Source: an optimization exercise on an open RTL-to-GDS flow (aim: small area). Production flows keep margins and buffers that such runs may drop. Function was checked by simulation only, so behaviour that the tests miss may differ from the original. No driver is modelled on the clock port, so clocking that relies on it looks cheaper here than on a real chip. No activity file was given, so power comes from the tool's default toggle rates.

10-12:
## SE13_Relogio_Aula
module SE13_Relogio_Aula (clk, rst, speed, dh, uh, dm, um, ds, us);
	input clk, rst, speed;
	output [7:0] dh, uh, dm, um, ds, us;
	reg [14:0] c1;
	reg [5:0]  cc;
	reg clk_1, clk_c, base_ant;
	localparam [14:0] S1 = 15'd28048, M1 = 15'b111011111101110;
	localparam [5:0]  SC = 6'd38,     MC = 6'b001111;
	wire d1 = (c1 & M1) == (S1 & M1);
	wire dc = (cc & MC) == (SC & MC);
	wire base = speed ? clk_1 : clk_c;
	wire p = base & ~base_ant;	 
	always @(posedge clk or negedge rst)
		if (!rst) begin
			c1 <= 15'd23328; cc <= 6'd13; clk_1 <= 0; clk_c <= 0; base_ant <= 0;
		end else begin
			c1 <= {c1[13:0], ~(c1[14] ^ c1[7]) ^ d1};
			clk_1 <= clk_1 ^ d1;
			cc <= {cc[4:0], ~(cc[5] ^ cc[0]) ^ dc};
			clk_c <= clk_c ^ dc;
			base_ant <= base;
		end
	function [3:0] nx_d10;	 
		input e;
		input [3:0] q;
		nx_d10 = q ^ ({4{e}} & {(~q[0] & q[1] & ~q[2]), ~((q[0]) | (~q[1]) | (~q[2] & ~q[3])), (~q[3]) | (~q[1]), (q[1])});
	endfunction
	function last_d10;
		input [3:0] q;
		last_d10 = (q[0] & q[1] & ~q[2] & ~q[3]);
	endfunction
	function [6:0] seg_d10;	 
		input [3:0] q;
		seg_d10 = {~((q[0]) | (q[3]) | (~q[1] & q[2])),
			(q[0] & q[3]) | (~q[0] & q[1] & ~q[3]),
			(q[1]),
			(~q[0] & q[1]),
			(~q[1] & q[3]),
			~((~q[2]) | (~q[0] & q[1])),
			(~q[0] & q[1] & ~q[2])};
	endfunction
	function [2:0] nx_d6;	 
		input e;
		input [2:0] q;
		nx_d6 = q ^ ({3{e}} & {~((q[1]) | (~q[0] & ~q[2])), (~q[2]) | (~q[0] & q[1]), (~q[0] & ~q[2]) | (q[0] & q[2])});
	endfunction
	function last_d6;
		input [2:0] q;
		last_d6 = (~q[1] & q[2]);
	endfunction
	function [6:0] seg_d6;	 
		input [2:0] q;
		seg_d6 = {~((q[2]) | (q[0] & ~q[1])),
			(q[0]),
			(q[1]) | (q[2]),
			~((~q[1]) | (q[0] & q[2])),
			(q[0] & ~q[1]),
			(~q[1] & q[2]),
			~((~q[1]) | (q[0] & q[2]))};
	endfunction
	reg [3:0] s0, m0;
	reg [4:0] hr;	 
	reg [2:0] s1, m1;
	wire c0 = p & last_d10(s0);
	wire c1s = c0 & last_d6(s1);
	wire c2 = c1s & last_d10(m0);
	wire c3 = c2 & last_d6(m1);
	always @(posedge clk or negedge rst)
		if (!rst) begin
			s0 <= 4'd0; s1 <= 3'd0; m0 <= 4'd0; m1 <= 3'd0; hr <= 5'd8;
		end else begin
			s0 <= nx_d10(p, s0);
			s1 <= nx_d6(c0, s1);
			m0 <= nx_d10(c1s, m0);
			m1 <= nx_d6(c2, m1);
  ...
==> module SE13_Relogio_Aula, before the edit <==
module SE13_Relogio_Aula (clk, rst, speed, dh, uh, dm, um, ds, us);
	input clk, rst, speed;
	output [7:0] dh, uh, dm, um, ds, us;
	reg [14:0] c1;
	reg [5:0]  cc;
	reg clk_1, clk_c, base_ant;
	localparam [14:0] S1 = 15'd28048, M1 = 15'b111011111101110;
	localparam [5:0]  SC = 6'd38,     MC = 6'b001111;
	wire d1 = (c1 & M1) == (S1 & M1);
	wire dc = (cc & MC) == (SC & MC);
	wire base = speed ? clk_1 : clk_c;
	wire p = base & ~base_ant;	 
	always @(posedge clk or negedge rst)
		if (!rst) begin
			c1 <= 15'd23328; cc <= 6'd13; clk_1 <= 0; clk_c <= 0; base_ant <= 0;
		end else begin
			c1 <= {c1[13:0], ~(c1[14] ^ c1[7]) ^ d1};
			clk_1 <= clk_1 ^ d1;
			cc <= {cc[4:0], ~(cc[5] ^ cc[0]) ^ dc};
			clk_c <= clk_c ^ dc;
			base_ant <= base;
		end
	function [3:0] nx_d10;	 
		input e;
		input [3:0] q;
		nx_d10 = q ^ ({4{e}} & {(~q[0] & q[1] & ~q[2]), ~((q[0]) | (~q[1]) | (~q[2] & ~q[3])), (~q[3]) | (~q[1]), (q[1])});
	endfunction
	function last_d10;
		input [3:0] q;
		last_d10 = (q[0] & q[1] & ~q[2] & ~q[3]);
	endfunction
	function [6:0] seg_d10;	 
		input [3:0] q;
		seg_d10 = {~((q[0]) | (q[3]) | (~q[1] & q[2])),
			(q[0] & q[3]) | (~q[0] & q[1] & ~q[3]),
			(q[1]),
			(~q[0] & q[1]),
			(~q[1] & q[3]),
			~((~q[2]) | (~q[0] & q[1])),
			(~q[0] & q[1] & ~q[2])};
	endfunction
	function [2:0] nx_d6;	 
		input e;
		input [2:0] q;
		nx_d6 = q ^ ({3{e}} & {~((q[1]) | (~q[0] & ~q[2])), (~q[2]) | (~q[0] & q[1]), (~q[0] & ~q[2]) | (q[0] & q[2])});
	endfunction
	function last_d6;
		input [2:0] q;
		last_d6 = (~q[1] & q[2]);
	endfunction
	function [6:0] seg_d6;	 
		input [2:0] q;
		seg_d6 = {~((q[2]) | (q[0] & ~q[1])),
			(q[0]),
			(q[1]) | (q[2]),
			~((~q[1]) | (q[0] & q[2])),
			(q[0] & ~q[1]),
			(~q[1] & q[2]),
			~((~q[1]) | (q[0] & q[2]))};
	endfunction
	reg [3:0] s0, m0;
	reg [4:0] hr;	 
	reg [2:0] s1, m1;
	wire c0 = p & last_d10(s0);
	wire c1s = c0 & last_d6(s1);
	wire c2 = c1s & last_d10(m0);
	wire c3 = c2 & last_d6(m1);
	always @(posedge clk or negedge rst)
		if (!rst) begin
			s0 <= 4'd0; s1 <= 3'd0; m0 <= 4'd0; m1 <= 3'd0; hr <= 5'd8;
		end else begin
			s0 <= nx_d10(p, s0);
			s1 <= nx_d6(c0, s1);
			m0 <= nx_d10(c1s, m0);
			m1 <= nx_d6(c2, m1);
			hr <= hr ^ ({5{c3}} & {(hr[0] & hr[1] & ~hr[2] & ~hr[3]) | (hr[0] & ~hr[1] & hr[2] & ~hr[3] & ~hr[4]), ~((~hr[0] & hr[1] & hr[2] & ~hr[3]) | (hr[0] & ~hr[1] & ~hr[2] & ~hr[3])), (hr[0] & ~hr[1] & ~hr[3]), (hr[0] & ~hr[2] & ~hr[3]) | (hr[1] & hr[2] & hr[3]) | (hr[0] & ~hr[1] & ~hr[3] & hr[4]), (~hr[3])});
		end
	assign us = {1'b1, seg_d10(s0)};
	assign ds = {1'b1, seg_d6(s1)};
	assign um = {clk_1, seg_d10(m0)};
	assign dm = {1'b1, seg_d6(m1)};
	assign uh = {clk_1, ~((hr[0]) | (hr[1] & hr[2])), ~((hr[0] & hr[2]) | (hr[1] & hr[2]) | (~hr[0] & hr[3])), (~hr[3]), (~hr[0] & ~hr[3]), (hr[0] & ~hr[2] & hr[3]), ~((~hr[1]) | (~hr[2]) | (~hr[0] & ~hr[3])), ~((hr[0]) | (hr[3]) | (~hr[1] & hr[2]))};
	assign dh = {1'b1, (~hr[1]) | (hr[2]), (hr[4]), ~((~hr[4]) | (hr[1] & ~hr[2])), ~((~hr[4]) | (hr[1] & ~hr[2])), (hr[1] & ~hr[2]), 1'b0, ~((~hr[4]) | (hr[1] & ~hr[2]))};
endmodule
Settings: LEC_CHECK=0, CAP_MARGIN=0, CORE_MARGIN=2, CORE_UTILIZATION=40, SLEW_MARGIN=0; clock period 10.0 ns.
standard.sh (not shown) runs the stock make flow with config.mk's settings and CLKGATE_MAP_FILE= SYNTH_SCRIPT=/design/flow/synth_recipe.tcl, a recipe that flattens the netlist after the stock synthesis.
==> flow/flow/run.sh <==
#!/bin/bash
# Layout flow: the standard ORFS flow (standard.sh) with these changes:
#  1. after the standard synthesis, the combinational cells are mapped again
#     for area (flow/reopt.tcl, flow/abc_area_deep.script); registers are kept
#     exactly as the standard synthesis made them;
#  2. ports are buffered with the smallest buffer (buf_1);
#  3. the clock tree uses clkbuf_4 and no dummy loads; after CTS
#     (flow/post_cts_hook.tcl) the root clock buffer, which drives only the
#     leaf clock buffers, becomes clkbuf_2, a leaf clock buffer with 12 or
#     more flip-flops becomes clkbuf_8, and all constant outputs are driven
#     from a single tie cell.
# Each tool's output goes to a log file of its own in this folder.
set -euo pipefail
HERE=$PWD
R=$HERE/orfs/results/$FLOW_PLATFORM/SE13_Relogio_Aula/base
PLAT=$FLOW_HOME/platforms/$FLOW_PLATFORM
LIB=$PLAT/lib/sky130_fd_sc_hd__tt_025C_1v80.lib
YOSYS=$(command -v yosys || echo $FLOW_HOME/../tools/install/yosys/bin/yosys)

bash standard.sh $R/1_2_yosys.v > synth_standard.log 2>&1
cp $R/1_2_yosys.v $HERE/standard_synth.v

DU=$(sed -n '/DONT_USE_CELLS/,/^$/p' $PLAT/config.mk | grep -o 'sky130_fd_sc_hd__[a-z0-9_]*' | sed 's/^/-dont_use /' | tr '\n' ' ')
REOPT_LIB=$LIB REOPT_IN=$HERE/standard_synth.v REOPT_TOP=$FLOW_TOP \
REOPT_SCRIPT=$HERE/flow/abc_area_deep.script REOPT_DONT_USE="$DU" REOPT_OUT=$HERE/reopt.v \
  $YOSYS -c $HERE/flow/reopt.tcl > reopt.log 2>&1
cp $HERE/reopt.v $R/1_2_yosys.v
touch $R/1_2_yosys.v

export BUFFER_PORTS_ARGS="-buffer_cell sky130_fd_sc_hd__buf_1"
export CTS_ARGS="-sink_clustering_enable -repair_clock_nets -dont_use_dummy_load -root_buf sky130_fd_sc_hd__clkbuf_4 -buf_list sky130_fd_sc_hd__clkbuf_4"
export POST_CTS_TCL=$HERE/flow/post_cts_hook.tcl
export CLK_BIG_CELL=sky130_fd_sc_hd__clkbuf_8
export CLK_BIG_FANOUT=12
export CLK_ROOT_CELL=sky130_fd_sc_hd__clkbuf_2
bash standard.sh finish > standard.log 2>&1
Other scripts of this flow, unchanged in this note and not shown: flow/flow/abc_area_deep.script, flow/flow/post_cts_hook.tcl, flow/flow/reopt.tcl
Changes in 07-26 relative to 10-12:
diff --git a/flow/design.v b/flow/design.v
--- a/flow/design.v
+++ b/flow/design.v
@@ -56,29 +56,51 @@
 			~((~q[1]) | (q[0] & q[2])),
 			(q[0] & ~q[1]),
 			(~q[1] & q[2]),
 			~((~q[1]) | (q[0] & q[2]))};
 	endfunction
-	reg [3:0] s0, m0;
-	reg [4:0] hr;	 
+	function [3:0] nx_h10;	 
+		input e;
+		input [3:0] q;
+		nx_h10 = q ^ ({4{e}} & {(q[0]), (q[2]) | (q[1]), (q[0]) | (q[1]), ~((q[2]) | (~q[0] & q[1] & ~q[3]))});
+	endfunction
+	function last_h10;
+		input [3:0] q;
+		last_h10 = (q[2] & ~q[3]);
+	endfunction
+	function [6:0] seg_h10;	 
+		input [3:0] q;
+		seg_h10 = {~((q[2]) | (q[1]) | (~q[0] & q[3])),
+			(q[0] & ~q[1]) | (q[1] & q[3]),
+			(q[0]) | (q[2]),
+			(q[0] & ~q[2]),
+			(q[1] & q[3]),
+			(~q[0] & ~q[1] & q[3]),
+			(q[0] & ~q[3])};
+	endfunction
+	reg [3:0] s0, m0, h0;
 	reg [2:0] s1, m1;
+	reg [1:0] h1;	 
 	wire c0 = p & last_d10(s0);
 	wire c1s = c0 & last_d6(s1);
 	wire c2 = c1s & last_d10(m0);
 	wire c3 = c2 & last_d6(m1);
+	wire c4 = c3 & last_h10(h0);
+	wire wrap = c3 & h1[1] & ((h0[2]));	 
 	always @(posedge clk or negedge rst)
 		if (!rst) begin
-			s0 <= 4'd0; s1 <= 3'd0; m0 <= 4'd0; m1 <= 3'd0; hr <= 5'd8;
+			s0 <= 4'd0; s1 <= 3'd0; m0 <= 4'd0; m1 <= 3'd0; h0 <= 4'd0; h1 <= 0;
 		end else begin
 			s0 <= nx_d10(p, s0);
 			s1 <= nx_d6(c0, s1);
 			m0 <= nx_d10(c1s, m0);
 			m1 <= nx_d6(c2, m1);
-			hr <= hr ^ ({5{c3}} & {(hr[0] & hr[1] & ~hr[2] & ~hr[3]) | (hr[0] & ~hr[1] & hr[2] & ~hr[3] & ~hr[4]), ~((~hr[0] & hr[1] & hr[2] & ~hr[3]) | (hr[0] & ~hr[1] & ~hr[2] & ~hr[3])), (hr[0] & ~hr[1] & ~hr[3]), (hr[0] & ~hr[2] & ~hr[3]) | (hr[1] & hr[2] & hr[3]) | (hr[0] & ~hr[1] & ~hr[3] & hr[4]), (~hr[3])});
+			h0 <= (nx_h10(c3, h0) & ~({4{wrap}} & 4'd3));
+			h1 <= {(h1[1] & ~wrap) | (c4 & h1[0]), h1[0] ^ c4};
 		end
 	assign us = {1'b1, seg_d10(s0)};
 	assign ds = {1'b1, seg_d6(s1)};
 	assign um = {clk_1, seg_d10(m0)};
 	assign dm = {1'b1, seg_d6(m1)};
-	assign uh = {clk_1, ~((hr[0]) | (hr[1] & hr[2])), ~((hr[0] & hr[2]) | (hr[1] & hr[2]) | (~hr[0] & hr[3])), (~hr[3]), (~hr[0] & ~hr[3]), (hr[0] & ~hr[2] & hr[3]), ~((~hr[1]) | (~hr[2]) | (~hr[0] & ~hr[3])), ~((hr[0]) | (hr[3]) | (~hr[1] & hr[2]))};
-	assign dh = {1'b1, (~hr[1]) | (hr[2]), (hr[4]), ~((~hr[4]) | (hr[1] & ~hr[2])), ~((~hr[4]) | (hr[1] & ~hr[2])), (hr[1] & ~hr[2]), 1'b0, ~((~hr[4]) | (hr[1] & ~hr[2]))};
+	assign uh = {clk_1, seg_h10(h0)};
+	assign dh = {1'b1, ~h1[1], h1[1] | h1[0], h1[0], h1[0], h1[1], 1'b0, h1[0]};
 endmodule
==> results.txt <==
STATUS worst hold-check slack: 07-26 loses against 10-12
Cmp 07-26 and 10-12 / sequential cell count / lower: 10-12
Compared with 10-12, 07-26 shows a higher total met2 wirelength after detailed routing.
| number of tap cells added at floorplan | lower: 10-12 |
Across both runs, fraction of layout cells with a size suffix above 1 was lower for 07-26 than for 10-12.
Combined area of the multi-input logic cells: lower on 07-26
Routed wire length on 07-26 is up relative to 10-12.
Looking only at post-route standard cell area excluding fillers, and setting everything else aside, the lower value of 07-26 and 10-12 goes to 10-12.
Lower area after synthesis was reported by 10-12, not 07-26.
Total track usage in 07-26 vs 10-12: up 0.29 points
Against 10-12, fmax in 07-26 rose slightly.
Proportion of power drawn by combinational gates: 07-26 higher than 10-12

[re-timing with driven ports]
The results above use ideal ports. As a check the final layouts listed here were re-extracted and re-timed, cells and wires unchanged.
Step 1: set_driving_cell puts a clkbuf_16 on clk and a buf_2 on each other input, an assumption about the parent block.
Step 2 moves the port delays by t, midway between the first and last clock arrival at a register: inputs arrive t later, outputs are due t later. That takes back most of the time a late clock gives input paths.
Three values: no drivers, after step 1, after step 2; two values: the first two.
run | shift t [ns] | slack for setup (ns) | worst hold slack (ns) | latest minus earliest clock arrival (ns)
10-12 | 0.366 | 6.004 / 6.002 / 5.636 | 0.344 / 0.344 / 0.344 | 0.027 / 0.027
07-26 | 0.371 | 6.076 / 6.077 / 5.705 | 0.336 / 0.336 / 0.336 | 0.023 / 0.023
After both steps setup and hold are still met in every run listed. The setup slack of 07-26, which loses most, moves by +0.001 ns with the drivers and by -0.371 ns with both steps.
